Background: an optimization exercise with open tools, aiming at small area and a short achievable clock period. Do not read the settings as production practice.
RTL that was checked went through simulation tests only; none was proved equivalent to the original.
No functional check of the RTL was part of runs 1 and 3.
Power and IR drop assume default switching activity.

==> flow/design.v <==
module alu16bit (
  input clk,
  input reset,
  input [2:0] operation,
  input [15:0] operand_A,
  input [15:0] operand_B,
  output reg [31:0] result,
  output reg carry_flag,
  output reg zero_flag
);
  wire [15:0] a = operand_A;
  wire [15:0] b = operand_B;
  wire is_add = (operation == 3'd0);
  wire is_sub = (operation == 3'd1);
  wire is_mul = (operation == 3'd2);
  wire [15:0] m = is_mul ? b : {15'd0, is_add | is_sub};
  reg [15:0] cv;
  always @(*) begin
    case (operation)
      3'd0: cv = b;
      3'd1: cv = ~b;
      3'd3: cv = a & b;
      3'd4: cv = a | b;
      3'd5: cv = ~(a & b);
      3'd6: cv = ~(a | b);
      3'd7: cv = a ^ b;
      default: cv = 16'd0;
    endcase
  end
  wire cin = is_sub;
  wire [15:0] cvn = ~cv;
  wire is_sub_n = ~is_sub;
  wire [15:0] an = ~a;
  wire [15:0] mn = ~m;
  wire p1;
  nor2 up1 (an[0], mn[0], p1);
  wire p2;
  nor2 up2 (an[1], mn[0], p2);
  wire p3;
  nor2 up3 (an[2], mn[0], p3);
  wire p4;
  nor2 up4 (an[3], mn[0], p4);
  wire p5;
  nor2 up5 (an[4], mn[0], p5);
  wire p6;
  nor2 up6 (an[5], mn[0], p6);
  wire p7;
  nor2 up7 (an[6], mn[0], p7);
  wire p8;
  nor2 up8 (an[7], mn[0], p8);
  wire p9;
  nor2 up9 (an[8], mn[0], p9);
  wire p10;
  nor2 up10 (an[9], mn[0], p10);
  wire p11;
  nor2 up11 (an[10], mn[0], p11);
  wire p12;
  nor2 up12 (an[11], mn[0], p12);
  wire p13;
  nor2 up13 (an[12], mn[0], p13);
  wire p14;
  nor2 up14 (an[13], mn[0], p14);
  wire p15;
  nor2 up15 (an[14], mn[0], p15);
  wire p16;
  nor2 up16 (an[15], mn[0], p16);
  wire p17;
  o21ai up17 (an[0], mn[1], cvn[1], p17);
  wire p18;
  o21ai up18 (an[1], mn[1], cvn[2], p18);
  wire p19;
  o21ai up19 (an[2], mn[1], cvn[3], p19);
  wire p20;
  o21ai up20 (an[3], mn[1], cvn[4], p20);
  wire p21;
  o21ai up21 (an[4], mn[1], cvn[5], p21);
  wire p22;
  o21ai up22 (an[5], mn[1], cvn[6], p22);
  wire p23;
  o21ai up23 (an[6], mn[1], cvn[7], p23);
  wire p24;
  o21ai up24 (an[7], mn[1], cvn[8], p24);
  wire p25;
  o21ai up25 (an[8], mn[1], cvn[9], p25);
  wire p26;
  o21ai up26 (an[9], mn[1], cvn[10], p26);
  wire p27;
  o21ai up27 (an[10], mn[1], cvn[11], p27);
  wire p28;
  o21ai up28 (an[11], mn[1], cvn[12], p28);
  wire p29;
  o21ai up29 (an[12], mn[1], cvn[13], p29);
  wire p30;
  o21ai up30 (an[13], mn[1], cvn[14], p30);
  wire p31;
  o21ai up31 (an[14], mn[1], cvn[15], p31);
  wire p32;
  nor2 up32 (an[15], mn[1], p32);
  wire p33;
  nor2 up33 (an[0], mn[2], p33);
  wire p34;
  nor2 up34 (an[1], mn[2], p34);
  wire p35;
  nor2 up35 (an[2], mn[2], p35);
  wire p36;
  nor2 up36 (an[3], mn[2], p36);
  wire p37;
  nor2 up37 (an[4], mn[2], p37);
  wire p38;
  nor2 up38 (an[5], mn[2], p38);
  wire p39;
  nor2 up39 (an[6], mn[2], p39);
  wire p40;
  nor2 up40 (an[7], mn[2], p40);
  wire p41;
  nor2 up41 (an[8], mn[2], p41);
  wire p42;
  nor2 up42 (an[9], mn[2], p42);
  wire p43;
  nor2 up43 (an[10], mn[2], p43);
  wire p44;
  nor2 up44 (an[11], mn[2], p44);
  wire p45;
  nor2 up45 (an[12], mn[2], p45);
  wire p46;
  nor2 up46 (an[13], mn[2], p46);
  wire p47;
  nor2 up47 (an[14], mn[2], p47);
  wire p48;
  nor2 up48 (an[15], mn[2], p48);
  wire p49;
  nor2 up49 (an[0], mn[3], p49);
  wire p50;
  nor2 up50 (an[1], mn[3], p50);
  wire p51;
  nor2 up51 (an[2], mn[3], p51);
  wire p52;
  nor2 up52 (an[3], mn[3], p52);
  wire p53;
  nor2 up53 (an[4], mn[3], p53);
  wire p54;
  nor2 up54 (an[5], mn[3], p54);
  wire p55;
  nor2 up55 (an[6], mn[3], p55);
  wire p56;
  nor2 up56 (an[7], mn[3], p56);
  wire p57;
  nor2 up57 (an[8], mn[3], p57);
  wire p58;
  nor2 up58 (an[9], mn[3], p58);
  wire p59;
  nor2 up59 (an[10], mn[3], p59);
  wire p60;
  nor2 up60 (an[11], mn[3], p60);
  wire p61;
  nor2 up61 (an[12], mn[3], p61);
  wire p62;
  nor2 up62 (an[13], mn[3], p62);
  wire p63;
  nor2 up63 (an[14], mn[3], p63);
  wire p64;
  nor2 up64 (an[15], mn[3], p64);
  wire p65;
  nor2 up65 (an[0], mn[4], p65);
  wire p66;
  nor2 up66 (an[1], mn[4], p66);
  wire p67;
  nor2 up67 (an[2], mn[4], p67);
  wire p68;
  nor2 up68 (an[3], mn[4], p68);
  wire p69;
  nor2 up69 (an[4], mn[4], p69);
  wire p70;
  nor2 up70 (an[5], mn[4], p70);
  wire p71;
  nor2 up71 (an[6], mn[4], p71);
  wire p72;
  nor2 up72 (an[7], mn[4], p72);
  wire p73;
  nor2 up73 (an[8], mn[4], p73);
  wire p74;
  nor2 up74 (an[9], mn[4], p74);
  wire p75;
  nor2 up75 (an[10], mn[4], p75);
  wire p76;
  nor2 up76 (an[11], mn[4], p76);
  wire p77;
  nor2 up77 (an[12], mn[4], p77);
  wire p78;
  nor2 up78 (an[13], mn[4], p78);
  wire p79;
  nor2 up79 (an[14], mn[4], p79);
  wire p80;
  nor2 up80 (an[15], mn[4], p80);
  wire p81;
  nor2 up81 (an[0], mn[5], p81);
  wire p82;
  nor2 up82 (an[1], mn[5], p82);
  wire p83;
  nor2 up83 (an[2], mn[5], p83);
  wire p84;
  nor2 up84 (an[3], mn[5], p84);
  wire p85;
  nor2 up85 (an[4], mn[5], p85);
  wire p86;
  nor2 up86 (an[5], mn[5], p86);
  wire p87;
  nor2 up87 (an[6], mn[5], p87);
  wire p88;
  nor2 up88 (an[7], mn[5], p88);
  wire p89;
  nor2 up89 (an[8], mn[5], p89);
  wire p90;
  nor2 up90 (an[9], mn[5], p90);
  wire p91;
  nor2 up91 (an[10], mn[5], p91);
  wire p92;
  nor2 up92 (an[11], mn[5], p92);
  wire p93;
  nor2 up93 (an[12], mn[5], p93);
  wire p94;
  nor2 up94 (an[13], mn[5], p94);
  wire p95;
  nor2 up95 (an[14], mn[5], p95);
  wire p96;
  nor2 up96 (an[15], mn[5], p96);
  wire p97;
  nor2 up97 (an[0], mn[6], p97);
  wire p98;
  nor2 up98 (an[1], mn[6], p98);
  wire p99;
  nor2 up99 (an[2], mn[6], p99);
  wire p100;
  nor2 up100 (an[3], mn[6], p100);
  wire p101;
  nor2 up101 (an[4], mn[6], p101);
  wire p102;
  nor2 up102 (an[5], mn[6], p102);
  wire p103;
  nor2 up103 (an[6], mn[6], p103);
  wire p104;
  nor2 up104 (an[7], mn[6], p104);
  wire p105;
  nor2 up105 (an[8], mn[6], p105);
  wire p106;
  nor2 up106 (an[9], mn[6], p106);
  wire p107;
  nor2 up107 (an[10], mn[6], p107);
  wire p108;
  nor2 up108 (an[11], mn[6], p108);
  wire p109;
  nor2 up109 (an[12], mn[6], p109);
  wire p110;
  nor2 up110 (an[13], mn[6], p110);
  wire p111;
  nor2 up111 (an[14], mn[6], p111);
  wire p112;
  nor2 up112 (an[15], mn[6], p112);
  wire p113;
  nor2 up113 (an[0], mn[7], p113);
  wire p114;
  nor2 up114 (an[1], mn[7], p114);
  wire p115;
  nor2 up115 (an[2], mn[7], p115);
  wire p116;
  nor2 up116 (an[3], mn[7], p116);
  wire p117;
  nor2 up117 (an[4], mn[7], p117);
  wire p118;
  nor2 up118 (an[5], mn[7], p118);
  wire p119;
  nor2 up119 (an[6], mn[7], p119);
  wire p120;
  nor2 up120 (an[7], mn[7], p120);
  wire p121;
  nor2 up121 (an[8], mn[7], p121);
  wire p122;
  nor2 up122 (an[9], mn[7], p122);
  wire p123;
  nor2 up123 (an[10], mn[7], p123);
  wire p124;
  nor2 up124 (an[11], mn[7], p124);
  wire p125;
  nor2 up125 (an[12], mn[7], p125);
  wire p126;
  nor2 up126 (an[13], mn[7], p126);
  wire p127;
  nor2 up127 (an[14], mn[7], p127);
  wire p128;
  nor2 up128 (an[15], mn[7], p128);
  wire p129;
  nor2 up129 (an[0], mn[8], p129);
  wire p130;
  nor2 up130 (an[1], mn[8], p130);
  wire p131;
  nor2 up131 (an[2], mn[8], p131);
  wire p132;
  nor2 up132 (an[3], mn[8], p132);
  wire p133;
  nor2 up133 (an[4], mn[8], p133);
  wire p134;
  nor2 up134 (an[5], mn[8], p134);
  wire p135;
  nor2 up135 (an[6], mn[8], p135);
  wire p136;
  nor2 up136 (an[7], mn[8], p136);
  wire p137;
  nor2 up137 (an[8], mn[8], p137);
  wire p138;
  nor2 up138 (an[9], mn[8], p138);
  wire p139;
  nor2 up139 (an[10], mn[8], p139);
  wire p140;
  nor2 up140 (an[11], mn[8], p140);
  wire p141;
  nor2 up141 (an[12], mn[8], p141);
  wire p142;
  nor2 up142 (an[13], mn[8], p142);
  wire p143;
  nor2 up143 (an[14], mn[8], p143);
  wire p144;
  nor2 up144 (an[15], mn[8], p144);
  wire p145;
  nor2 up145 (an[0], mn[9], p145);
  wire p146;
  nor2 up146 (an[1], mn[9], p146);
  wire p147;
  nor2 up147 (an[2], mn[9], p147);
  wire p148;
  nor2 up148 (an[3], mn[9], p148);
  wire p149;
  nor2 up149 (an[4], mn[9], p149);
  wire p150;
  nor2 up150 (an[5], mn[9], p150);
  wire p151;
  nor2 up151 (an[6], mn[9], p151);
  wire p152;
  nor2 up152 (an[7], mn[9], p152);
  wire p153;
  nor2 up153 (an[8], mn[9], p153);
  wire p154;
  nor2 up154 (an[9], mn[9], p154);
  wire p155;
  nor2 up155 (an[10], mn[9], p155);
  wire p156;
  nor2 up156 (an[11], mn[9], p156);
  wire p157;
  nor2 up157 (an[12], mn[9], p157);
  wire p158;
  nor2 up158 (an[13], mn[9], p158);
  wire p159;
  nor2 up159 (an[14], mn[9], p159);
  wire p160;
  nor2 up160 (an[15], mn[9], p160);
  wire p161;
  nor2 up161 (an[0], mn[10], p161);
  wire p162;
  nor2 up162 (an[1], mn[10], p162);
  wire p163;
  nor2 up163 (an[2], mn[10], p163);
  wire p164;
  nor2 up164 (an[3], mn[10], p164);
  wire p165;
  nor2 up165 (an[4], mn[10], p165);
  wire p166;
  nor2 up166 (an[5], mn[10], p166);
  wire p167;
  nor2 up167 (an[6], mn[10], p167);
  wire p168;
  nor2 up168 (an[7], mn[10], p168);
  wire p169;
  nor2 up169 (an[8], mn[10], p169);
  wire p170;
  nor2 up170 (an[9], mn[10], p170);
  wire p171;
  nor2 up171 (an[10], mn[10], p171);
  wire p172;
  nor2 up172 (an[11], mn[10], p172);
  wire p173;
  nor2 up173 (an[12], mn[10], p173);
  wire p174;
  nor2 up174 (an[13], mn[10], p174);
  wire p175;
  nor2 up175 (an[14], mn[10], p175);
  wire p176;
  nor2 up176 (an[15], mn[10], p176);
  wire p177;
  nor2 up177 (an[0], mn[11], p177);
  wire p178;
  nor2 up178 (an[1], mn[11], p178);
  wire p179;
  nor2 up179 (an[2], mn[11], p179);
  wire p180;
  nor2 up180 (an[3], mn[11], p180);
  wire p181;
  nor2 up181 (an[4], mn[11], p181);
  wire p182;
  nor2 up182 (an[5], mn[11], p182);
  wire p183;
  nor2 up183 (an[6], mn[11], p183);
  wire p184;
  nor2 up184 (an[7], mn[11], p184);
  wire p185;
  nor2 up185 (an[8], mn[11], p185);
  wire p186;
  nor2 up186 (an[9], mn[11], p186);
  wire p187;
  nor2 up187 (an[10], mn[11], p187);
  wire p188;
  nor2 up188 (an[11], mn[11], p188);
  wire p189;
  nor2 up189 (an[12], mn[11], p189);
  wire p190;
  nor2 up190 (an[13], mn[11], p190);
  wire p191;
  nor2 up191 (an[14], mn[11], p191);
  wire p192;
  nor2 up192 (an[15], mn[11], p192);
  wire p193;
  nor2 up193 (an[0], mn[12], p193);
  wire p194;
  nor2 up194 (an[1], mn[12], p194);
  wire p195;
  nor2 up195 (an[2], mn[12], p195);
  wire p196;
  nor2 up196 (an[3], mn[12], p196);
  wire p197;
  nor2 up197 (an[4], mn[12], p197);
  wire p198;
  nor2 up198 (an[5], mn[12], p198);
  wire p199;
  nor2 up199 (an[6], mn[12], p199);
  wire p200;
  nor2 up200 (an[7], mn[12], p200);
  wire p201;
  nor2 up201 (an[8], mn[12], p201);
  wire p202;
  nor2 up202 (an[9], mn[12], p202);
  wire p203;
  nor2 up203 (an[10], mn[12], p203);
  wire p204;
  nor2 up204 (an[11], mn[12], p204);
  wire p205;
  nor2 up205 (an[12], mn[12], p205);
  wire p206;
  nor2 up206 (an[13], mn[12], p206);
  wire p207;
  nor2 up207 (an[14], mn[12], p207);
  wire p208;
  nor2 up208 (an[15], mn[12], p208);
  wire p209;
  nor2 up209 (an[0], mn[13], p209);
  wire p210;
  nor2 up210 (an[1], mn[13], p210);
  wire p211;
  nor2 up211 (an[2], mn[13], p211);
  wire p212;
  nor2 up212 (an[3], mn[13], p212);
  wire p213;
  nor2 up213 (an[4], mn[13], p213);
  wire p214;
  nor2 up214 (an[5], mn[13], p214);
  wire p215;
  nor2 up215 (an[6], mn[13], p215);
  wire p216;
  nor2 up216 (an[7], mn[13], p216);
  wire p217;
  nor2 up217 (an[8], mn[13], p217);
  wire p218;
  nor2 up218 (an[9], mn[13], p218);
  wire p219;
  nor2 up219 (an[10], mn[13], p219);
  wire p220;
  nor2 up220 (an[11], mn[13], p220);
  wire p221;
  nor2 up221 (an[12], mn[13], p221);
  wire p222;
  nor2 up222 (an[13], mn[13], p222);
  wire p223;
  nor2 up223 (an[14], mn[13], p223);
  wire p224;
  nor2 up224 (an[15], mn[13], p224);
  wire p225;
  nor2 up225 (an[0], mn[14], p225);
  wire p226;
  nor2 up226 (an[1], mn[14], p226);
  wire p227;
  nor2 up227 (an[2], mn[14], p227);
  wire p228;
  nor2 up228 (an[3], mn[14], p228);
  wire p229;
  nor2 up229 (an[4], mn[14], p229);
  wire p230;
  nor2 up230 (an[5], mn[14], p230);
  wire p231;
  nor2 up231 (an[6], mn[14], p231);
  wire p232;
  nor2 up232 (an[7], mn[14], p232);
  wire p233;
  nor2 up233 (an[8], mn[14], p233);
  wire p234;
  nor2 up234 (an[9], mn[14], p234);
  wire p235;
  nor2 up235 (an[10], mn[14], p235);
  wire p236;
  nor2 up236 (an[11], mn[14], p236);
  wire p237;
  nor2 up237 (an[12], mn[14], p237);
  wire p238;
  nor2 up238 (an[13], mn[14], p238);
  wire p239;
  nor2 up239 (an[14], mn[14], p239);
  wire p240;
  nor2 up240 (an[15], mn[14], p240);
  wire p241;
  nor2 up241 (an[0], mn[15], p241);
  wire p242;
  o21ai up242 (an[1], mn[15], is_sub_n, p242);
  wire p243;
  o21ai up243 (an[2], mn[15], is_sub_n, p243);
  wire p244;
  o21ai up244 (an[3], mn[15], is_sub_n, p244);
  wire p245;
  o21ai up245 (an[4], mn[15], is_sub_n, p245);
  wire p246;
  o21ai up246 (an[5], mn[15], is_sub_n, p246);
  wire p247;
  o21ai up247 (an[6], mn[15], is_sub_n, p247);
  wire p248;
  o21ai up248 (an[7], mn[15], is_sub_n, p248);
  wire p249;
  o21ai up249 (an[8], mn[15], is_sub_n, p249);
  wire p250;
  o21ai up250 (an[9], mn[15], is_sub_n, p250);
  wire p251;
  o21ai up251 (an[10], mn[15], is_sub_n, p251);
  wire p252;
  o21ai up252 (an[11], mn[15], is_sub_n, p252);
  wire p253;
  o21ai up253 (an[12], mn[15], is_sub_n, p253);
  wire p254;
  o21ai up254 (an[13], mn[15], is_sub_n, p254);
  wire p255;
  o21ai up255 (an[14], mn[15], is_sub_n, p255);
  wire p256;
  o21ai up256 (an[15], mn[15], is_sub_n, p256);
  wire n257, n258;
  ha un257 (p14, p44, n257, n258);
  wire n259, n260;
  fa un259 (p15, p45, p60, n259, n260);
  wire n261, n262;
  ha un261 (p75, p90, n261, n262);
  wire n263, n264;
  fa un263 (p16, p46, p61, n263, n264);
  wire n265, n266;
  fa un265 (p76, p91, p106, n265, n266);
  wire n267, n268;
  ha un267 (p121, p136, n267, n268);
  wire n269, n270;
  fa un269 (p32, p47, p62, n269, n270);
  wire n271, n272;
  fa un271 (p77, p92, p107, n271, n272);
  wire n273, n274;
  ha un273 (p122, p137, n273, n274);
  wire n275, n276;
  fa un275 (p48, p63, p78, n275, n276);
  wire n277, n278;
  fa un277 (p93, p108, p123, n277, n278);
  wire n279, n280;
  fa un279 (p64, p79, p94, n279, n280);
  wire n281, n282;
  ha un281 (p10, p40, n281, n282);
  wire n283, n284;
  fa un283 (p11, p41, p56, n283, n284);
  wire n285, n286;
  ha un285 (p71, p86, n285, n286);
  wire n287, n288;
  fa un287 (p12, p42, p57, n287, n288);
  wire n289, n290;
  fa un289 (p72, p87, p102, n289, n290);
  wire n291, n292;
  ha un291 (p117, p132, n291, n292);
  wire n293, n294;
  fa un293 (p13, p43, p58, n293, n294);
  wire n295, n296;
  fa un295 (p73, p88, p103, n295, n296);
  wire n297, n298;
  fa un297 (p118, p133, p148, n297, n298);
  wire n299, n300;
  ha un299 (p163, p178, n299, n300);
  wire n301, n302;
  fa un301 (p59, p74, p89, n301, n302);
  wire n303, n304;
  fa un303 (p104, p119, p134, n303, n304);
  wire n305, n306;
  fa un305 (p149, p164, p179, n305, n306);
  wire n307, n308;
  fa un307 (p194, p209, p29, n307, n308);
  wire n309, n310;
  fa un309 (p105, p120, p135, n309, n310);
  wire n311, n312;
  fa un311 (p150, p165, p180, n311, n312);
  wire n313, n314;
  fa un313 (p195, p210, p225, n313, n314);
  wire n315, n316;
  fa un315 (p30, n258, n261, n315, n316);
  wire n317, n318;
  fa un317 (p151, p166, p181, n317, n318);
  wire n319, n320;
  fa un319 (p196, p211, p226, n319, n320);
  wire n321, n322;
  fa un321 (p241, p31, n262, n321, n322);
  wire n323, n324;
  fa un323 (n267, n260, n263, n323, n324);
  wire n325, n326;
  fa un325 (p152, p167, p182, n325, n326);
  wire n327, n328;
  fa un327 (p197, p212, p227, n327, n328);
  wire n329, n330;
  fa un329 (p242, n268, n273, n329, n330);
  wire n331, n332;
  fa un331 (n264, n266, n269, n331, n332);
  wire n333, n334;
  fa un333 (p138, p153, p168, n333, n334);
  wire n335, n336;
  fa un335 (p183, p198, p213, n335, n336);
  wire n337, n338;
  fa un337 (p228, p243, n274, n337, n338);
  wire n339, n340;
  fa un339 (n270, n272, n275, n339, n340);
  wire n341, n342;
  fa un341 (p109, p124, p139, n341, n342);
  wire n343, n344;
  fa un343 (p154, p169, p184, n343, n344);
  wire n345, n346;
  fa un345 (p199, p214, p229, n345, n346);
  wire n347, n348;
  fa un347 (p244, n276, n278, n347, n348);
  wire n349, n350;
  fa un349 (p80, p95, p110, n349, n350);
  wire n351, n352;
  fa un351 (p125, p140, p155, n351, n352);
  wire n353, n354;
  fa un353 (p170, p185, p200, n353, n354);
  wire n355, n356;
  fa un355 (p215, p230, p245, n355, n356);
  wire n357, n358;
  fa un357 (p96, p111, p126, n357, n358);
  wire n359, n360;
  fa un359 (p141, p156, p171, n359, n360);
  wire n361, n362;
  fa un361 (p186, p201, p216, n361, n362);
  wire n363, n364;
  fa un363 (p112, p127, p142, n363, n364);
  wire n365, n366;
  fa un365 (p157, p172, p187, n365, n366);
  wire n367, n368;
  fa un367 (p128, p143, p158, n367, n368);
  wire n369, n370;
  ha un369 (p7, p37, n369, n370);
  wire n371, n372;
  fa un371 (p8, p38, p53, n371, n372);
  wire n373, n374;
  ha un373 (p68, p83, n373, n374);
  wire n375, n376;
  fa un375 (p9, p39, p54, n375, n376);
  wire n377, n378;
  fa un377 (p69, p84, p99, n377, n378);
  wire n379, n380;
  ha un379 (p114, p129, n379, n380);
  wire n381, n382;
  fa un381 (p55, p70, p85, n381, n382);
  wire n383, n384;
  fa un383 (p100, p115, p130, n383, n384);
  wire n385, n386;
  fa un385 (p145, p25, n281, n385, n386);
  wire n387, n388;
  fa un387 (p101, p116, p131, n387, n388);
  wire n389, n390;
  fa un389 (p146, p161, p26, n389, n390);
  wire n391, n392;
  fa un391 (n282, n285, n283, n391, n392);
  wire n393, n394;
  fa un393 (p147, p162, p177, n393, n394);
  wire n395, n396;
  fa un395 (p27, n286, n291, n395, n396);
  wire n397, n398;
  fa un397 (n284, n287, n289, n397, n398);
  wire n399, n400;
  fa un399 (p193, p28, n292, n399, n400);
  wire n401, n402;
  fa un401 (n299, n288, n290, n401, n402);
  wire n403, n404;
  fa un403 (n293, n295, n297, n403, n404);
  wire n405, n406;
  fa un405 (n300, n257, n294, n405, n406);
  wire n407, n408;
  fa un407 (n296, n298, n301, n407, n408);
  wire n409, n410;
  fa un409 (n303, n305, n307, n409, n410);
  wire n411, n412;
  fa un411 (n302, n304, n306, n411, n412);
  wire n413, n414;
  fa un413 (n308, n259, n309, n413, n414);
  wire n415, n416;
  fa un415 (n311, n313, n315, n415, n416);
  wire n417, n418;
  fa un417 (n310, n312, n314, n417, n418);
  wire n419, n420;
  fa un419 (n265, n317, n319, n419, n420);
  wire n421, n422;
  fa un421 (n316, n321, n323, n421, n422);
  wire n423, n424;
  fa un423 (n318, n320, n271, n423, n424);
  wire n425, n426;
  fa un425 (n325, n327, n322, n425, n426);
  wire n427, n428;
  fa un427 (n329, n324, n331, n427, n428);
  wire n429, n430;
  fa un429 (n326, n328, n277, n429, n430);
  wire n431, n432;
  fa un431 (n333, n335, n330, n431, n432);
  wire n433, n434;
  fa un433 (n337, n332, n339, n433, n434);
  wire n435, n436;
  fa un435 (n334, n336, n279, n435, n436);
  wire n437, n438;
  fa un437 (n341, n343, n345, n437, n438);
  wire n439, n440;
  fa un439 (n338, n340, n347, n439, n440);
  wire n441, n442;
  fa un441 (n342, n344, n346, n441, n442);
  wire n443, n444;
  fa un443 (n280, n349, n351, n443, n444);
  wire n445, n446;
  fa un445 (n353, n355, n348, n445, n446);
  wire n447, n448;
  fa un447 (p231, p246, n350, n447, n448);
  wire n449, n450;
  fa un449 (n352, n354, n356, n449, n450);
  wire n451, n452;
  fa un451 (n357, n359, n361, n451, n452);
  wire n453, n454;
  fa un453 (p202, p217, p232, n453, n454);
  wire n455, n456;
  fa un455 (p247, n358, n360, n455, n456);
  wire n457, n458;
  fa un457 (n362, n363, n365, n457, n458);
  wire n459, n460;
  fa un459 (p173, p188, p203, n459, n460);
  wire n461, n462;
  fa un461 (p218, p233, p248, n461, n462);
  wire n463, n464;
  fa un463 (n364, n366, n367, n463, n464);
  wire n465, n466;
  fa un465 (p144, p159, p174, n465, n466);
  wire n467, n468;
  fa un467 (p189, p204, p219, n467, n468);
  wire n469, n470;
  fa un469 (p234, p249, n368, n469, n470);
  wire n471, n472;
  fa un471 (p160, p175, p190, n471, n472);
  wire n473, n474;
  fa un473 (p205, p220, p235, n473, n474);
  wire n475, n476;
  fa un475 (p176, p191, p206, n475, n476);
  wire n477, n478;
  ha un477 (p5, p35, n477, n478);
  wire n479, n480;
  fa un479 (p6, p36, p51, n479, n480);
  wire n481, n482;
  ha un481 (p66, p81, n481, n482);
  wire n483, n484;
  fa un483 (p52, p67, p82, n483, n484);
  wire n485, n486;
  fa un485 (p97, p22, n369, n485, n486);
  wire n487, n488;
  fa un487 (p98, p113, p23, n487, n488);
  wire n489, n490;
  fa un489 (n370, n373, n371, n489, n490);
  wire n491, n492;
  fa un491 (p24, n374, n379, n491, n492);
  wire n493, n494;
  fa un493 (n372, n375, n377, n493, n494);
  wire n495, n496;
  fa un495 (n380, n376, n378, n495, n496);
  wire n497, n498;
  fa un497 (n381, n383, n385, n497, n498);
  wire n499, n500;
  fa un499 (n382, n384, n387, n499, n500);
  wire n501, n502;
  fa un501 (n389, n386, n391, n501, n502);
  wire n503, n504;
  fa un503 (n388, n390, n393, n503, n504);
  wire n505, n506;
  fa un505 (n395, n392, n397, n505, n506);
  wire n507, n508;
  fa un507 (n394, n396, n399, n507, n508);
  wire n509, n510;
  fa un509 (n398, n401, n403, n509, n510);
  wire n511, n512;
  fa un511 (n400, n402, n404, n511, n512);
  wire n513, n514;
  fa un513 (n405, n407, n409, n513, n514);
  wire n515, n516;
  fa un515 (n406, n408, n411, n515, n516);
  wire n517, n518;
  fa un517 (n410, n413, n415, n517, n518);
  wire n519, n520;
  fa un519 (n412, n414, n417, n519, n520);
  wire n521, n522;
  fa un521 (n419, n416, n421, n521, n522);
  wire n523, n524;
  fa un523 (n418, n420, n423, n523, n524);
  wire n525, n526;
  fa un525 (n425, n422, n427, n525, n526);
  wire n527, n528;
  fa un527 (n424, n429, n426, n527, n528);
  wire n529, n530;
  fa un529 (n431, n428, n433, n529, n530);
  wire n531, n532;
  fa un531 (n430, n435, n437, n531, n532);
  wire n533, n534;
  fa un533 (n432, n434, n439, n533, n534);
  wire n535, n536;
  fa un535 (n436, n438, n441, n535, n536);
  wire n537, n538;
  fa un537 (n443, n445, n440, n537, n538);
  wire n539, n540;
  fa un539 (n442, n444, n447, n539, n540);
  wire n541, n542;
  fa un541 (n449, n451, n446, n541, n542);
  wire n543, n544;
  fa un543 (n453, n448, n450, n543, n544);
  wire n545, n546;
  fa un545 (n452, n455, n457, n545, n546);
  wire n547, n548;
  fa un547 (n454, n459, n461, n547, n548);
  wire n549, n550;
  fa un549 (n456, n458, n463, n549, n550);
  wire n551, n552;
  fa un551 (n460, n462, n465, n551, n552);
  wire n553, n554;
  fa un553 (n467, n464, n469, n553, n554);
  wire n555, n556;
  fa un555 (p250, n466, n468, n555, n556);
  wire n557, n558;
  fa un557 (n471, n473, n470, n557, n558);
  wire n559, n560;
  fa un559 (p221, p236, p251, n559, n560);
  wire n561, n562;
  fa un561 (n472, n474, n475, n561, n562);
  wire n563, n564;
  fa un563 (p192, p207, p222, n563, n564);
  wire n565, n566;
  fa un565 (p237, p252, n476, n565, n566);
  wire n567, n568;
  fa un567 (p208, p223, p238, n567, n568);
  wire n569, n570;
  ha un569 (p4, p34, n569, n570);
  wire n571, n572;
  fa un571 (p50, p65, p20, n571, n572);
  wire n573, n574;
  fa un573 (p21, n478, n481, n573, n574);
  wire n575, n576;
  fa un575 (n482, n480, n483, n575, n576);
  wire n577, n578;
  fa un577 (n484, n487, n486, n577, n578);
  wire n579, n580;
  fa un579 (n488, n491, n490, n579, n580);
  wire n581, n582;
  fa un581 (n492, n494, n495, n581, n582);
  wire n583, n584;
  fa un583 (n496, n499, n498, n583, n584);
  wire n585, n586;
  fa un585 (n500, n503, n502, n585, n586);
  wire n587, n588;
  fa un587 (n504, n507, n506, n587, n588);
  wire n589, n590;
  fa un589 (n508, n510, n511, n589, n590);
  wire n591, n592;
  fa un591 (n512, n515, n514, n591, n592);
  wire n593, n594;
  fa un593 (n516, n519, n518, n593, n594);
  wire n595, n596;
  fa un595 (n520, n523, n522, n595, n596);
  wire n597, n598;
  fa un597 (n524, n527, n526, n597, n598);
  wire n599, n600;
  fa un599 (n528, n531, n533, n599, n600);
  wire n601, n602;
  fa un601 (n532, n535, n534, n601, n602);
  wire n603, n604;
  fa un603 (n536, n539, n538, n603, n604);
  wire n605, n606;
  fa un605 (n540, n543, n545, n605, n606);
  wire n607, n608;
  fa un607 (n547, n544, n546, n607, n608);
  wire n609, n610;
  fa un609 (n548, n551, n550, n609, n610);
  wire n611, n612;
  fa un611 (n552, n555, n557, n611, n612);
  wire n613, n614;
  fa un613 (n559, n556, n561, n613, n614);
  wire n615, n616;
  fa un615 (n560, n563, n562, n615, n616);
  wire n617, n618;
  fa un617 (p253, n564, n567, n617, n618);
  wire n619, n620;
  fa un619 (p224, p239, p254, n619, n620);
  wire n621, n622;
  ha un621 (p3, p33, n621, n622);
  wire n623, n624;
  fa un623 (p49, p19, n569, n623, n624);
  wire n625, n626;
  fa un625 (n570, n477, n571, n625, n626);
  wire n627, n628;
  fa un627 (n572, n479, n573, n627, n628);
  wire n629, n630;
  fa un629 (n574, n485, n575, n629, n630);
  wire n631, n632;
  fa un631 (n576, n489, n577, n631, n632);
  wire n633, n634;
  fa un633 (n493, n578, n579, n633, n634);
  wire n635, n636;
  fa un635 (n497, n580, n581, n635, n636);
  wire n637, n638;
  fa un637 (n582, n501, n583, n637, n638);
  wire n639, n640;
  fa un639 (n505, n584, n585, n639, n640);
  wire n641, n642;
  fa un641 (n509, n586, n587, n641, n642);
  wire n643, n644;
  fa un643 (n513, n588, n589, n643, n644);
  wire n645, n646;
  fa un645 (n517, n590, n591, n645, n646);
  wire n647, n648;
  fa un647 (n592, n521, n593, n647, n648);
  wire n649, n650;
  fa un649 (n525, n594, n595, n649, n650);
  wire n651, n652;
  fa un651 (n529, n596, n597, n651, n652);
  wire n653, n654;
  fa un653 (n530, n598, n599, n653, n654);
  wire n655, n656;
  fa un655 (n537, n600, n601, n655, n656);
  wire n657, n658;
  fa un657 (n541, n602, n603, n657, n658);
  wire n659, n660;
  fa un659 (n542, n605, n604, n659, n660);
  wire n661, n662;
  fa un661 (n549, n607, n606, n661, n662);
  wire n663, n664;
  fa un663 (n553, n608, n609, n663, n664);
  wire n665, n666;
  fa un665 (n554, n610, n611, n665, n666);
  wire n667, n668;
  fa un667 (n558, n613, n612, n667, n668);
  wire n669, n670;
  fa un669 (n565, n614, n615, n669, n670);
  wire n671, n672;
  fa un671 (n566, n617, n616, n671, n672);
  wire n673, n674;
  fa un673 (n568, n619, n618, n673, n674);
  wire n675, n676;
  fa un675 (p240, p255, n620, n675, n676);
  wire n677, n678;
  fa un677 (cin, p1, cv[0], n677, n678);
  wire n679, n680;
  fa un679 (p2, p17, n678, n679, n680);
  wire n681, n682;
  fa un681 (p18, n621, n680, n681, n682);
  wire n683, n684;
  fa un683 (n622, n623, n682, n683, n684);
  wire n685, n686;
  fa un685 (n624, n625, n684, n685, n686);
  wire n687, n688;
  fa un687 (n626, n627, n686, n687, n688);
  wire n689, n690;
  ha un689 (n628, n629, n689, n690);
  wire n691, n692;
  ha un691 (n630, n631, n691, n692);
  wire n693, n694;
  ha un693 (n632, n633, n693, n694);
  wire n695, n696;
  ha un695 (n634, n635, n695, n696);
  wire n697, n698;
  ha un697 (n636, n637, n697, n698);
  wire n699, n700;
  ha un699 (n638, n639, n699, n700);
  wire n701, n702;
  ha un701 (n640, n641, n701, n702);
  wire n703, n704;
  ha un703 (n642, n643, n703, n704);
  wire n705, n706;
  ha un705 (n644, n645, n705, n706);
  wire n707, n708;
  ha un707 (n646, n647, n707, n708);
  wire n709, n710;
  ha un709 (n648, n649, n709, n710);
  wire n711, n712;
  ha un711 (n650, n651, n711, n712);
  wire n713, n714;
  ha un713 (n652, n653, n713, n714);
  wire n715, n716;
  ha un715 (n654, n655, n715, n716);
  wire n717, n718;
  ha un717 (n656, n657, n717, n718);
  wire n719, n720;
  ha un719 (n658, n659, n719, n720);
  wire n721, n722;
  ha un721 (n660, n661, n721, n722);
  wire n723, n724;
  ha un723 (n662, n663, n723, n724);
  wire n725, n726;
  ha un725 (n664, n665, n725, n726);
  wire n727, n728;
  ha un727 (n666, n667, n727, n728);
  wire n729, n730;
  ha un729 (n668, n669, n729, n730);
  wire n731, n732;
  ha un731 (n670, n671, n731, n732);
  wire n733, n734;
  ha un733 (n672, n673, n733, n734);
  wire n735, n736;
  ha un735 (n674, n675, n735, n736);
  wire n737, n738;
  ha un737 (n676, p256, n737, n738);
  wire n739 = ~((n689 & n688) | n690);
  wire n740 = ~((n693 & n692) | n694);
  wire n741 = ~(n693 & n691);
  wire n742 = ~((n697 & n696) | n698);
  wire n743 = ~(n697 & n695);
  wire n744 = ~((n701 & n700) | n702);
  wire n745 = ~(n701 & n699);
  wire n746 = ~((n705 & n704) | n706);
  wire n747 = ~(n705 & n703);
  wire n748 = ~((n709 & n708) | n710);
  wire n749 = ~(n709 & n707);
  wire n750 = ~((n713 & n712) | n714);
  wire n751 = ~(n713 & n711);
  wire n752 = ~((n717 & n716) | n718);
  wire n753 = ~(n717 & n715);
  wire n754 = ~((n721 & n720) | n722);
  wire n755 = ~(n721 & n719);
  wire n756 = ~((n725 & n724) | n726);
  wire n757 = ~(n725 & n723);
  wire n758 = ~((n729 & n728) | n730);
  wire n759 = ~(n729 & n727);
  wire n760 = ~((n733 & n732) | n734);
  wire n761 = ~(n733 & n731);
  wire n762 = ~((n737 & n736) | n738);
  wire n763 = ~(n737 & n735);
  wire n764 = ~((n741 | n739) & n740);
  wire n765 = ~((n745 | n742) & n744);
  wire n766 = ~(n745 | n743);
  wire n767 = ~((n749 | n746) & n748);
  wire n768 = ~(n749 | n747);
  wire n769 = ~((n753 | n750) & n752);
  wire n770 = ~(n753 | n751);
  wire n771 = ~((n757 | n754) & n756);
  wire n772 = ~(n757 | n755);
  wire n773 = ~((n761 | n758) & n760);
  wire n774 = ~(n761 | n759);
  wire n775 = ~((n766 & n764) | n765);
  wire n776 = ~((n770 & n767) | n769);
  wire n777 = ~(n770 & n768);
  wire n778 = ~((n774 & n771) | n773);
  wire n779 = ~(n774 & n772);
  wire n780 = ~((n777 | n775) & n776);
  wire n781 = ~n780;
  wire n782 = ~((n779 | n781) & n778);
  wire n783 = ~n775;
  wire n784 = ~((n768 & n783) | n767);
  wire n785 = ~((n772 & n780) | n771);
  wire n786 = ~n764;
  wire n787 = ~((n743 | n786) & n742);
  wire n788 = ~((n747 | n775) & n746);
  wire n789 = ~((n751 | n784) & n750);
  wire n790 = ~n780;
  wire n791 = ~((n755 | n790) & n754);
  wire n792 = ~((n759 | n785) & n758);
  wire n793 = ~n782;
  wire n794 = ~((n763 | n793) & n762);
  wire n795 = ~n739;
  wire n796 = ~((n691 & n795) | n692);
  wire n797 = ~((n695 & n764) | n696);
  wire n798 = ~((n699 & n787) | n700);
  wire n799 = ~n775;
  wire n800 = ~((n703 & n799) | n704);
  wire n801 = ~((n707 & n788) | n708);
  wire n802 = ~n784;
  wire n803 = ~((n711 & n802) | n712);
  wire n804 = ~((n715 & n789) | n716);
  wire n805 = ~((n719 & n780) | n720);
  wire n806 = ~((n723 & n791) | n724);
  wire n807 = ~n785;
  wire n808 = ~((n727 & n807) | n728);
  wire n809 = ~((n731 & n792) | n732);
  wire n810 = ~((n735 & n782) | n736);
  wire n811 = ~((is_sub & n794) | 1'b0);
  wire n812, n813;
  ha un812 (n689, n688, n812, n813);
  wire n814, n815;
  ha un814 (n691, n739, n814, n815);
  wire n816 = ~n814;
  wire n817, n818;
  ha un817 (n693, n796, n817, n818);
  wire n819 = ~n817;
  wire n820, n821;
  ha un820 (n695, n764, n820, n821);
  wire n822, n823;
  ha un822 (n697, n797, n822, n823);
  wire n824 = ~n822;
  wire n825, n826;
  ha un825 (n699, n787, n825, n826);
  wire n827, n828;
  ha un827 (n701, n798, n827, n828);
  wire n829 = ~n827;
  wire n830, n831;
  ha un830 (n703, n775, n830, n831);
  wire n832 = ~n830;
  wire n833, n834;
  ha un833 (n705, n800, n833, n834);
  wire n835 = ~n833;
  wire n836, n837;
  ha un836 (n707, n788, n836, n837);
  wire n838, n839;
  ha un838 (n709, n801, n838, n839);
  wire n840 = ~n838;
  wire n841, n842;
  ha un841 (n711, n784, n841, n842);
  wire n843 = ~n841;
  wire n844, n845;
  ha un844 (n713, n803, n844, n845);
  wire n846 = ~n844;
  wire n847, n848;
  ha un847 (n715, n789, n847, n848);
  wire n849, n850;
  ha un849 (n717, n804, n849, n850);
  wire n851 = ~n849;
  wire n852, n853;
  ha un852 (n719, n780, n852, n853);
  wire n854, n855;
  ha un854 (n721, n805, n854, n855);
  wire n856 = ~n854;
  wire n857, n858;
  ha un857 (n723, n791, n857, n858);
  wire n859, n860;
  ha un859 (n725, n806, n859, n860);
  wire n861 = ~n859;
  wire n862, n863;
  ha un862 (n727, n785, n862, n863);
  wire n864 = ~n862;
  wire n865, n866;
  ha un865 (n729, n808, n865, n866);
  wire n867 = ~n865;
  wire n868, n869;
  ha un868 (n731, n792, n868, n869);
  wire n870, n871;
  ha un870 (n733, n809, n870, n871);
  wire n872 = ~n870;
  wire n873, n874;
  ha un873 (n735, n782, n873, n874);
  wire n875, n876;
  ha un875 (n737, n810, n875, n876);
  wire n877 = ~n875;
  wire n878, n879;
  ha un878 (is_sub, n794, n878, n879);
  wire [31:0] s = {n878, n877, n873, n872, n868, n867, n864, n861, n857, n856, n852, n851, n847, n846, n843, n840, n836, n835, n832, n829, n825, n824, n820, n819, n816, n812, n687, n685, n683, n681, n679, n677};
  wire borrow = is_sub & s[16];
  wire zero_lo = (s[15:0] == 16'd0);
  wire zero_mul = (a == 16'd0) | (b == 16'd0);
  wire [31:0] r = s;
  wire z = is_mul ? zero_mul : zero_lo;
  always @(posedge clk) begin
    if (reset) begin
      result     <= 32'b0;
      carry_flag <= 1'b0;
      zero_flag  <= 1'b0;
    end else begin
      result     <= r;
      carry_flag <= borrow;
      zero_flag  <= z;
    end
  end
endmodule
module fa (input a, input b, input c, output s, output co);
  assign s = a ^ b ^ c;
  assign co = (a & b) | (a & c) | (b & c);
endmodule
module ha (input a, input b, output s, output co);
  assign s = a ^ b;
  assign co = a & b;
endmodule
module nor2 (input a, input b, output y);
  assign y = ~(a | b);
endmodule
module o21ai (input a, input b, input c, output y);
  assign y = ~((a | b) & c);
endmodule
==> flow/flow/run.sh <==
#!/bin/bash
# The standard layout, with the port buffers made of plain buffers (sky130
# buf_1, which the resizer may upsize) instead of the delay-cell buffers that
# buffer_ports picks by default.
set -euo pipefail
export BUFFER_PORTS_ARGS="-buffer_cell sky130_fd_sc_hd__buf_1"
bash standard.sh > standard.log 2>&1
==> flow/standard.sh <==
#!/bin/bash
# synth_recipe.tcl (not shown) runs the flow's synth.tcl, then flattens the netlist and writes it again
# the make line also repeats each setting of config.mk as NAME=value (left out here)
make -C /OpenROAD-flow-scripts/flow DESIGN_CONFIG=/design/flow/config.mk WORK_HOME=/design/flow/orfs CLKGATE_MAP_FILE= SYNTH_SCRIPT=/design/flow/synth_recipe.tcl "${@:-finish}"
==> flow/config.mk <==
export PLATFORM = sky130hd
export DESIGN_NAME = alu16bit
export DESIGN_NICKNAME = alu16bit
export VERILOG_FILES = /design/flow/design.v
export SDC_FILE = /design/flow/constraint.sdc
export NUM_CORES = 4
export LEC_CHECK = 0
export ABC_AREA = 1
export CAP_MARGIN = 20
export CORE_MARGIN = 2
export CORE_UTILIZATION = 40
export GPL_TIMING_DRIVEN = 0
export SLEW_MARGIN = 20
export SYNTH_HIERARCHICAL = 1
==> flow/constraint.sdc <==
create_clock -name core_clock -period 7.2 [get_ports {clk}]
set_input_delay 1.4400 -clock core_clock [delete_from_list [all_inputs] [get_ports {clk}]]
set_output_delay 1.4400 -clock core_clock [all_outputs]
set_load 0.01 [all_outputs]
==> results of run 1 <==
final timing paths:
path / startpoint / endpoint / slack [ns] / cells after the start
min: reset / result[21] / 1.60 / 2
max: operand_A[1] / zero_flag / 0.35 / 25
Yosys cell counts, drive strengths merged (2+ instances only):
master and count:
o21ai 41, nor3 6, a31o 2, dfxtp 34, ha 98, fa 201, o22ai 33, a2111oi 14
nand4 13, buf 8, clkbuf 4, nand2 69, nand3 6, a21oi 21, inv 106, o21bai 3
nor4 3, nor2 269
cells by family (layout without fill, tap and decap cells):
family / after synthesis / count (layout)
flip-flops: 34 / 34
adder cells (fa/ha/maj): 299 / 299
AND/OR/NAND/NOR: 366 / 366
AO/OA/AOI/OAI: 120 / 120
buffers and inverters: 118 / 213
Yosys stat by module (local to each module, per instance):
module,times used,area [um^2],cells,flip-flops and latches
alu16bit,1,2840,414,34
fa,201,20.0,1,0
ha,66,12.5,1,0
o21ai,30,5.00,1,0
nor2,226,3.75,1,0
power groups by stage:
stage / registers, uW / logic, uW / clock network [uW]
final: 244 / 700 / 233
after floorplan: 273 / 456 / 0
after detailed placement: 249 / 688 / 0
after global routing: 251 / 800 / 248
after CTS: 245 / 700 / 243
after global placement: 250 / 680 / 0
metrics by stage:
stage | hold WS [ns] | total power, uW | util [%] | instance area, um^2
after global placement | 1.83 | 929 | 43.9 | 9290
final | 1.60 | 1180 | 46.0 | 9730
after detailed placement | 1.82 | 938 | 44.0 | 9310
after global routing | 1.70 | 1300 | 46.0 | 9730
after CTS | 1.65 | 1190 | 45.2 | 9550
after floorplan | 1.68 | 729 | - | 8690
cells in the final DEF, fill, tap and decap left out, drive strengths merged:
master,count
fa,201
o21bai,3
clkbuf,12
o2111ai,1
a2111oi,14
dfxtp,34
clkinvlp,9
nand2,69
a31o,2
ha,98
o211ai,1
nor3,6
nand3,6
nor4,3
o221ai,1
o21ai,41
nand4,13
inv,98
a21oi,21
buf,93
a22oi,1
o22ai,33
a211oi,1
a221oi,1
nor2,269
clkinv,1
registers in the layout, summed over array words and instances, names as in the netlist:
name and count:
carry_flag 1, result 32, zero_flag 1
layout make-up:
cell class	count	area [um^2]	area share [%]
clock buffer	6	139	1.43
tap	275	344	3.54
buffer	12	76.3	0.785
clock inverter	2	12.5	0.129
multi-input combinational	785	7650	78.6
inverter	106	428	4.40
timing repair buffer	87	400	4.12
sequential	34	681	7.00
timing repair:
action	4_1_cts	5_1_grt
buffers inserted	4	13
hold endpoints to repair	0	0
pin swaps	1	1
gates resized for setup	20	19
endpoints found under the setup margin	11	10
per-layer routing:
layer | wire length [um] | vias up | track usage [%]
met1 | 10000 | 3659 | 28.1
met2 | 12400 | 264 | 38.6
met3 | 1680 | 47 | 4.46
met5 | 0 | - | 0
li1 | - | 3188 | -
met4 | 582 | 0 | 6.92
==> flow_summary.ini, run 1 <==
[logic_synthesis]
synth_seq_cells = 34
synth_mux_area_share_pct = 0
synth-simple-area-share_pct = 16.9
yosysTopAreaCellShare_pct = 46.3
synthFlopType = dfxtp_1
avgSynthCellArea_um2 = 9.28
synth_compound_area_share_pct = 9.49
synth_top_family_by_area = adder cells
yosysSeqAreaShare_pct = 7.83
synth-xor-area-share_pct = 0
mappedNetlistNets = 1273
synth_cells = 937
synth_warnings = 7
synth_area_leaders = fa_1 (46%), ha_1 (14%), nor2_1 (12%), dfxtp_1 (7.8%), inv_1 (4.4%)
async_flop_share_pct = 0
synth.largest_area_cell = fa_1
netlist-cell-type-count = 33
synth-adder-area-share_pct = 60.4
synth-edff-count = 0
syn_area_um2 = 8690

[min_path]
min-delay-path-class = in -> reg

[placed_design]
dpl.cell_count = 1282
post-place-ws_ns = -0.780
io_buffers = 68
routabilityCongestion = 0.901
dpl.hpwl_um = 18500

[sta]
max_clock_freq_mhz = 146
layout_setup_ws_ns = 0.352
slew_violations = 0
finalCritPeriodShare_pct = 95.1
fin_crit_ns = 6.85
relSlewSlack_pct = 41.2
setup_viol = 0
worstMarginPinSlew_ns = 0.881
rsz0062_at_grt = false
hold_violations = 0
setup-tns-final_ns = 0

[power_and_ir_drop]
ir_drop_v = 0.0000755
p_per_area_nw_per_um2 = 121
p_leak_uw = 0.00498
p_sw_share_pct = 45.9
sequentialPowerShare_pct = 20.7
clockPowerShare_pct = 19.8
p_comb_share_pct = 59.4
power.switching_uw = 540
p_int_uw = 637

[layout]
drive_above_1_share_pct = 9.59
antennaDiodeCount = 0
area_delta_synth_final_pct = 11.9
nets = 1367
stdcell_count = 1307
n_fill_cell = 2074

[global_routing]
antenna_found_initial = 0
grt_overflow = 0
grt_start_max_net_pins = 25
grt_first_pass_wirelength_um = 38700
grt_pass1_vias = 7426
grtUsageTotal_pct = 22.3

[flow_run]
maxCapViolations = 0

[critical_path]
worst-endpoint-required_ns = 7.40
crit_path_max_fanout = 18
cp_num_buf_inv = 4
worstPathArrival_ns = 7.05
max_stage_delay_ns = 0.59
crit_path_top_delay_cell = inv_1
crit_path_end_kind = flip-flop
critPathLaunchType = primary input
cpMostUsedCell = fa_1
crit_family = adder cells
path_class = in -> reg

[detailed_routing]
dr.pass1.iters = 5
first_iter_violations = 517
ant_nets = 0
routedWlPerCell_um = 18.9
drt_wl_total_um = 24700
vias = 7158
drc_errors = 0
vias_per_cell = 5.48

[clock_tree]
htree_levels = 2
cts_inserted_buffers = 5
clkTransAtPathRegs_ns = 0.06
clock_sinks = 34
clk_root_buffer_cell = clkbuf_16
postCtsHoldBufs = 0
cts_tree = yes
cts_buffer_depth = 2

[die]
dieArea_um2 = 22900
initial_core_util_pct = 41.1
die_w_um = 151
ioPinCount = 71
core_um2 = 21200
core.rowCount = 53
die_h_um = 151

[run_status]
status = timing/DRC/antenna clean
==> inputs of run 2 (changes only) <==
--- a/flow/design.v
+++ b/flow/design.v
@@ -10,12 +10,14 @@
 );
   wire [15:0] a = operand_A;
   wire [15:0] b = operand_B;
-  wire is_add = (operation == 3'd0);
-  wire is_sub = (operation == 3'd1);
-  wire is_mul = (operation == 3'd2);
+  wire is_add = ~reset & (operation == 3'd0);
+  wire is_sub = ~reset & (operation == 3'd1);
+  wire is_mul = ~reset & (operation == 3'd2);
   wire [15:0] m = is_mul ? b : {15'd0, is_add | is_sub};
   reg [15:0] cv;
   always @(*) begin
+    if (reset) cv = 16'd0;
+    else
     case (operation)
       3'd0: cv = b;
       3'd1: cv = ~b;
@@ -1172,17 +1174,11 @@
   wire zero_lo = (s[15:0] == 16'd0);
   wire zero_mul = (a == 16'd0) | (b == 16'd0);
   wire [31:0] r = s;
-  wire z = is_mul ? zero_mul : zero_lo;
+  wire z = ~reset & (is_mul ? zero_mul : zero_lo);
   always @(posedge clk) begin
-    if (reset) begin
-      result     <= 32'b0;
-      carry_flag <= 1'b0;
-      zero_flag  <= 1'b0;
-    end else begin
-      result     <= r;
-      carry_flag <= borrow;
-      zero_flag  <= z;
-    end
+    result     <= r;
+    carry_flag <= borrow;
+    zero_flag  <= z;
   end
 endmodule
 module fa (input a, input b, input c, output s, output co);
==> run 2 against run 1 <==
  * Critical endpoint is now result[31]
  * Sequential power is 4% lower
  * Maximum frequency is 0.18% lower
  * Highest routed layer unchanged
  * Sequential share of layout area is 0.22 points higher
  * Largest cell class unchanged
  * Flip-flop and latch count stayed put
  * Via count is 2.9% lower
  * Design area is 3.0% lower
  * Synthesized cell count is 3.9% lower
  * Power is 25% lower
  * Non-clock buffer count is 14 lower
==> flow_summary.ini, run 2 <==
[layout]
n_fill_cell = 2077
drive_above_1_share_pct = 6.80
nets = 1321
mostFrequentLayoutCells = nor2_1 (239), fa_1 (201), ha_1 (98), inv_1 (73), buf_1 (67)
regMostFlops = result
final_common_cell = nor2_1
antennaDiodeCount = 0
top_regs = result (32), carry_flag (1), zero_flag (1)
utilization_pct = 45.1
area_delta_synth_final_pct = 11.3
largest_reg_flops = 32

[logic_synthesis]
yosysTopAreaCellShare_pct = 47.5
synthFlopType = dfxtp_1
async_flop_share_pct = 0
synth.top_cells.by_count = nor2_1 (240), fa_1 (201), ha_1 (98)
synth_warnings = 7
syn_area_um2 = 8480
avgSynthCellArea_um2 = 9.42
synth_area_leaders = fa_1 (47%), ha_1 (14%), nor2_1 (11%), dfxtp_1 (8.0%), nand2_1 (3.4%)
synth_cells = 900
synth.largest_area_cell = fa_1
synth.most_common_cell = nor2_1
synth-edff-count = 0
mappedNetlistNets = 1236
netlist-cell-type-count = 35
yosysSeqAreaShare_pct = 8.03
synth_seq_cells = 34

[critical_path]
worstPathArrival_ns = 7.05
cpMostUsedCell = nand2_1
crit_path_top_delay_cell = fa_1
cp_num_buf_inv = 3
max_stage_delay_ns = 0.54
critPathLaunchType = primary input
crit_path_end_kind = flip-flop
worst-endpoint-required_ns = 7.39
crit_family = adder cells
crit_path_max_fanout = 16
path_class = in -> reg
critPathLaunch = reset

[clock_tree]
htree_levels = 2
cts_tree = yes
cts_buffer_depth = 2
cts_inserted_buffers = 5
clock_sinks = 34
clk_root_buffer_cell = clkbuf_16
clkTransAtPathRegs_ns = 0.06

[placed_design]
routabilityCongestion = 0.914
post-place-ws_ns = -0.500
dpl.hpwl_um = 18100
io_buffers = 70

[die]
dieArea_um2 = 22400
ioPinCount = 71
die_h_um = 150
core.rowCount = 53
initial_core_util_pct = 40.6
die_w_um = 150
core_um2 = 20900

[global_routing]
grt_pass1_vias = 7229
grt_overflow = 0
grtUsageTotal_pct = 22.4
grt_start_max_net_pins = 18
antenna_found_initial = 0
grt_first_pass_wirelength_um = 38200

[detailed_routing]
vias = 6950
drt_wl_total_um = 24100
dr.pass1.iters = 6
first_iter_violations = 477
routedWlPerCell_um = 19.1
ant_nets = 0
vias_per_cell = 5.51
drc_errors = 0

[run_status]
status = timing/DRC/antenna clean

[sta]
layout_setup_ws_ns = 0.340
fin_hold_ws_ns = 1.63
relSlewSlack_pct = 43.2
setup-tns-final_ns = 0
finalCritPeriodShare_pct = 95.3
setup_viol = 0
fin_crit_ns = 6.86
slew_violations = 0
max_clock_freq_mhz = 146
hold_violations = 0
worstMarginPinSlew_ns = 0.851

[flow_run]
maxCapViolations = 0

[power_and_ir_drop]
p_leak_uw = 0.00504
ir_drop_v = 0.0000845
p_per_area_nw_per_um2 = 94.1
power.total_uw = 887

[min_path]
hold_path_end = zero_flag
min-delay-path-class = in -> reg
min_from = operand_A[1]
holdPathStages = 6
-- run 2: changes by cell type in the layout (fill, tap and decap cells not counted), sizes merged, moves of 6 or more --
cell / delta
nor2: -26
a22oi: +9
inv: -21
buf: -12
o22ai: -22
o31ai: +6
a2111oi: -14
clkinvlp: -7
o211ai: +9
nor4: +7
nand2: +18
nand4: -9
-- run 2: layer usage --
layer	routed length, um	track usage, %
met1	9820	29.7
met2	12100	37.6
met3	1690	3.87
met4	554	6.67
met5	0	0
-- run 2: how the worst max path moves through the flow --
stage	cells past startpoint	end	slack, ns
after floorplan	23	result[31]	0.67
after global placement	21	zero_flag	-0.45
after detailed placement	25	zero_flag	-0.50
after CTS	25	zero_flag	0.004
after global routing	27	result[31]	-0.01
final	27	result[31]	0.34
-- run 2: cell type report --
| class | instances | area [um^2] | area share, % |
|---|---|---|---|
| timing repair buffer | 78 | 327 | 3.46 |
| tap | 275 | 344 | 3.65 |
| clock buffer | 8 | 166 | 1.76 |
| inverter | 79 | 304 | 3.22 |
| buffer | 7 | 52.6 | 0.557 |
| multi-input combinational | 780 | 7560 | 80.1 |
| sequential | 34 | 681 | 7.22 |
-- run 2: logic make-up (layout without fill, tap and decap cells) --
| family | Yosys count | after routing | synth area share, % |
|---|---|---|---|
| AND/OR/NAND/NOR | 354 | 354 | 16.7 |
| buffers and inverters | 86 | 172 | 4.00 |
| adder cells (fa/ha/maj) | 299 | 299 | 61.9 |
| flip-flops | 34 | 34 | 8.03 |
| AO/OA/AOI/OAI | 127 | 127 | 9.37 |
-- run 2: what timing repair did --
action,CTS,global route
buffers inserted,0,7
resized for setup,5,30
pin swaps,0,1
endpoints found under the setup margin,4,12
hold buffers,0,0
-- run 2: through the flow --
step / instances / instance area [um^2]
after floorplan: 900 / 8480
after global placement: 1245 / 9080
after detailed placement: 1246 / 9090
after CTS: 1254 / 9270
after global routing: 1261 / 9430
final: 1261 / 9430
-- run 2: where the power goes --
part           internal (uW)  switching, uW  total [uW]  leakage, uW
Clock                    157            100         257    0.0000832
Combinational            140            255         395      0.00467
Sequential               226           8.94         235     0.000282
Total                    523            364         887      0.00504
-- run 2: per-module statistics from Yosys (local to each module, per instance) --
module    copies in the design  area [um^2]  cells inside
alu16bit                     1         2630           377
fa                         201         20.0             1
ha                          66         12.5             1
nor2                       226         3.75             1
o21ai                       30         5.00             1
==> inputs of run 3 (changes only) <==
--- a/flow/design.v
+++ b/flow/design.v
@@ -33,7 +33,26 @@
   wire [15:0] cvn = ~cv;
   wire is_sub_n = ~is_sub;
   wire [15:0] an = ~a;
-  wire [15:0] mn = ~m;
+  wire [1:0] ism;
+  wire [15:0] mn;
+  dmul ud0 (operation, reset, ism[0]);
+  dmul ud1 (operation, reset, ism[1]);
+  a21oi um0 (b[0], ism[0], is_add | is_sub, mn[0]);
+  nand2 um1 (b[1], ism[0], mn[1]);
+  nand2 um2 (b[2], ism[0], mn[2]);
+  nand2 um3 (b[3], ism[0], mn[3]);
+  nand2 um4 (b[4], ism[0], mn[4]);
+  nand2 um5 (b[5], ism[0], mn[5]);
+  nand2 um6 (b[6], ism[0], mn[6]);
+  nand2 um7 (b[7], ism[0], mn[7]);
+  nand2 um8 (b[8], ism[1], mn[8]);
+  nand2 um9 (b[9], ism[1], mn[9]);
+  nand2 um10 (b[10], ism[1], mn[10]);
+  nand2 um11 (b[11], ism[1], mn[11]);
+  nand2 um12 (b[12], ism[1], mn[12]);
+  nand2 um13 (b[13], ism[1], mn[13]);
+  nand2 um14 (b[14], ism[1], mn[14]);
+  nand2 um15 (b[15], ism[1], mn[15]);
   wire p1;
   nor2 up1 (an[0], mn[0], p1);
   wire p2;
@@ -1189,9 +1208,18 @@
   assign s = a ^ b;
   assign co = a & b;
 endmodule
+module nand2 (input a, input b, output y);
+  assign y = ~(a & b);
+endmodule
 module nor2 (input a, input b, output y);
   assign y = ~(a | b);
 endmodule
+module dmul (input [2:0] op, input rst, output y);
+  assign y = ~rst & (op == 3'd2);
+endmodule
+module a21oi (input a, input b, input c, output y);
+  assign y = ~((a & b) | c);
+endmodule
 module o21ai (input a, input b, input c, output y);
   assign y = ~((a | b) & c);
 endmodule
==> run 3 against run 2 <==
  * Combinational power is 3% higher
  * Global-route usage down 0.61 points
  * Hold slack gained 0.088 ns
  * Flip-flop and latch count unchanged
  * Non-clock buffer count is 3 higher
  * Maximum frequency grew 0.33%
  * First-iteration DRC count increased by 23%
  * Worst setup slack gained 0.022 ns
  * Core utilization down 0.34 points
  * Routed wire length up 1.1%
  * Via count up 2.4%
  * Critical path type unchanged
  * Largest cell class unchanged
==> flow_summary.ini, run 3 <==
[power_and_ir_drop]
power.total_uw = 902
p_per_area_nw_per_um2 = 93.1
p_leak_uw = 0.00521
ir_drop_v = 0.0000691

[logic_synthesis]
synth_seq_cells = 34
synth_cells = 932
synth.most_common_cell = nor2_1
netlist-cell-type-count = 37
syn_area_um2 = 8710
synth-edff-count = 0
synth_area_leaders = fa_1 (46%), ha_1 (14%), nor2_1 (10%), dfxtp_1 (7.8%), inv_1 (4.5%)
synthFlopType = dfxtp_1
async_flop_share_pct = 0
mappedNetlistNets = 1268
avgSynthCellArea_um2 = 9.35
yosysSeqAreaShare_pct = 7.81
synth.top_cells.by_count = nor2_1 (239), fa_1 (201), inv_1 (104)
synth_warnings = 7
synth.largest_area_cell = fa_1
yosysTopAreaCellShare_pct = 46.2

[placed_design]
dpl.hpwl_um = 18100
dpl-instance-area_um2 = 9330
post-place-ws_ns = -0.627
io_buffers = 70
routabilityCongestion = 0.870

[layout]
final_common_cell = nor2_1
antennaDiodeCount = 0
n_fill_cell = 2115
regMostFlops = result
area_delta_synth_final_pct = 11.2
stdcell_area_um2 = 9690
top_regs = result (32), carry_flag (1), zero_flag (1)
final-seq-area_um2 = 681
drive_above_1_share_pct = 8.13
multi_input_area_um2 = 7660
nets = 1356
mostFrequentLayoutCells = nor2_1 (237), fa_1 (201), inv_1 (100), ha_1 (98), buf_1 (70)
largest_reg_flops = 32

[global_routing]
grt_first_pass_wirelength_um = 38000
grt_pass1_vias = 7281
grt_overflow = 0
grt_start_max_net_pins = 19
grtUsageTotal_pct = 21.7
antenna_found_initial = 0

[die]
core.rowCount = 54
core_um2 = 21600
initial_core_util_pct = 40.3
die_w_um = 152
die_h_um = 152
dieArea_um2 = 23000
ioPinCount = 71

[sta]
setup-tns-final_ns = 0
setup_viol = 0
slew_violations = 0
finalCritPeriodShare_pct = 95.0
fin_crit_ns = 6.84
rsz0062_at_grt = false
relSlewSlack_pct = 42.1
worstMarginPinSlew_ns = 0.868
hold_violations = 0
max_clock_freq_mhz = 146
layout_setup_ws_ns = 0.362

[detailed_routing]
routedWlPerCell_um = 18.8
drc_errors = 0
vias = 7117
first_iter_violations = 586
drt_wl_total_um = 24400
vias_per_cell = 5.47
dr.pass1.iters = 5
ant_nets = 0

[clock_tree]
htree_levels = 2
clkTransAtPathRegs_ns = 0.06
cts_buffer_depth = 2
clock_sinks = 34
cts_tree = yes
clk_root_buffer_cell = clkbuf_16
cts_inserted_buffers = 5

[critical_path]
cp_num_buf_inv = 3
critPathLaunchType = primary input
max_stage_delay_ns = 0.54
worst-endpoint-required_ns = 7.42
crit_path_max_fanout = 18
crit_path_end_kind = flip-flop
crit_path_top_delay_cell = fa_1
worstPathArrival_ns = 7.05
path_class = in -> reg
path_cells = buf_1, inv_1, ha_1, inv_1, o22ai_1, o31ai_1, o21ai_1, fa_1, fa_1, fa_1, fa_1, fa_1, ha_1, nand2_1, nand2_1, a31o_2, ha_1, nor4_1, nand3_1, o21ai_0, nand2_1, nor2_1
cpMostUsedCell = fa_1
crit_family = adder cells

[flow_run]
maxCapViolations = 0

[min_path]
min-delay-path-class = in -> reg

[run_status]
status = timing/DRC/antenna clean
[run 3: path summary, 6_finish.rpt]
kind	startpoint	end	slack (ns)	cells past startpoint
hold / removal	reset	result[31]	1.72	3
setup / recovery	operand_A[13]	zero_flag	0.36	22
[run 3: logic make-up after synthesis]
kind of cell,count (synthesis),share of synthesized area [%]
and+or+nand+nor,360,17.5
adders and majority gates,299,60.2
AOI/OAI and AO/OA,122,9.09
buffers and inverters,116,5.27
DFF,34,7.81
muxes,1,0.115
[run 3: what timing repair did]
item / in CTS / in global routing
hold buffers: 0 / 0
gates resized for setup: 10 / 18
pin swaps: 0 / 2
endpoints found under the setup margin: 11 / 13
setup buffers: 0 / 11
[run 3: per-layer routing]
metal	up-vias	global-route usage, %	part of all wire, %	wire length (um)
met3	55	3.53	6.7	1640
met1	3641	28.8	40	9870
met4	0	6.39	2.6	626
li1	3148	-	-	-
met2	273	36.9	50	12300
met5	-	0	0	0
[run 3: cell type report]
cell class / instances / area share, %
buffer: 7 / 0.517
timing repair buffer: 81 / 3.69
inverter: 109 / 4.38
tap: 280 / 3.62
clock buffer: 5 / 1.29
clock inverter: 3 / 0.413
sequential: 34 / 7.03
multi-input combinational: 782 / 79.1
[run 3: report_power, final]
group | internal [uW] | total, uW | leakage (uW) | switching (uW)
clock network | 162 | 259 | 0.0000836 | 96.5
logic | 144 | 408 | 0.00485 | 264
registers | 226 | 235 | 0.000282 | 9.40
total | 531 | 902 | 0.00521 | 370
[run 3: through the flow]
stage                     utilization (%)  cells  hold WS [ns]
after global routing                 44.8   1301          1.73
after CTS                            44.0   1290          1.70
after detailed placement             43.1   1282          1.82
after floorplan                         -    932          1.66
final                                44.8   1301          1.72
after global placement               43.1   1282          1.83
[run 3: modules after synthesis (local to each module, per instance), a selection]
module	times used	area (um^2)
ha	66	12.5
nor2	226	3.75
fa	201	20.0
nand2	15	3.75
o21ai	30	5.00
alu16bit	1	2760
[run 3: worst min-delay path, stage by stage]
cell,delay (ns)
buf_1,0.16
nor2_4,0.23
ha_1,0.16

-- separate check: timing with driven ports --
No port has a modelled driver above. Below, the same layouts with a new extraction and two added sets of constraints.
Step 1 sets driving cells, clkbuf_16 on the clock port and buf_2 on the other inputs (assumed; they add their load-dependent delay and slew).
Step 2 adds t to the input delays and takes it off the output delays; t is the mean of the earliest and latest rising clock arrival at the registers after step 1. Input paths then give back, and output paths get back, about the clock's delay inside the block.
Slacks: no drivers / after step 1 / after step 2; pairs: no drivers / after step 1.
run	shift t [ns]	slack for setup (ns)	hold WS [ns]	clock arrival spread, ns	worst slew at a driven data input, ns
run 1	0.339	0.352 / 0.375 / 0.037	1.603 / 1.577 / 1.842	0.005 / 0.005	0.04
run 2	0.343	0.340 / 0.359 / 0.016	1.633 / 1.615 / 1.844	0.004 / 0.005	0.05
run 3	0.341	0.362 / 0.386 / 0.045	1.720 / 1.695 / 1.841	0.007 / 0.006	0.05
After both steps every run listed still meets setup and hold. For run 2, which loses most, drivers alone change the setup slack by +0.019 ns; drivers and shift together by -0.324 ns.
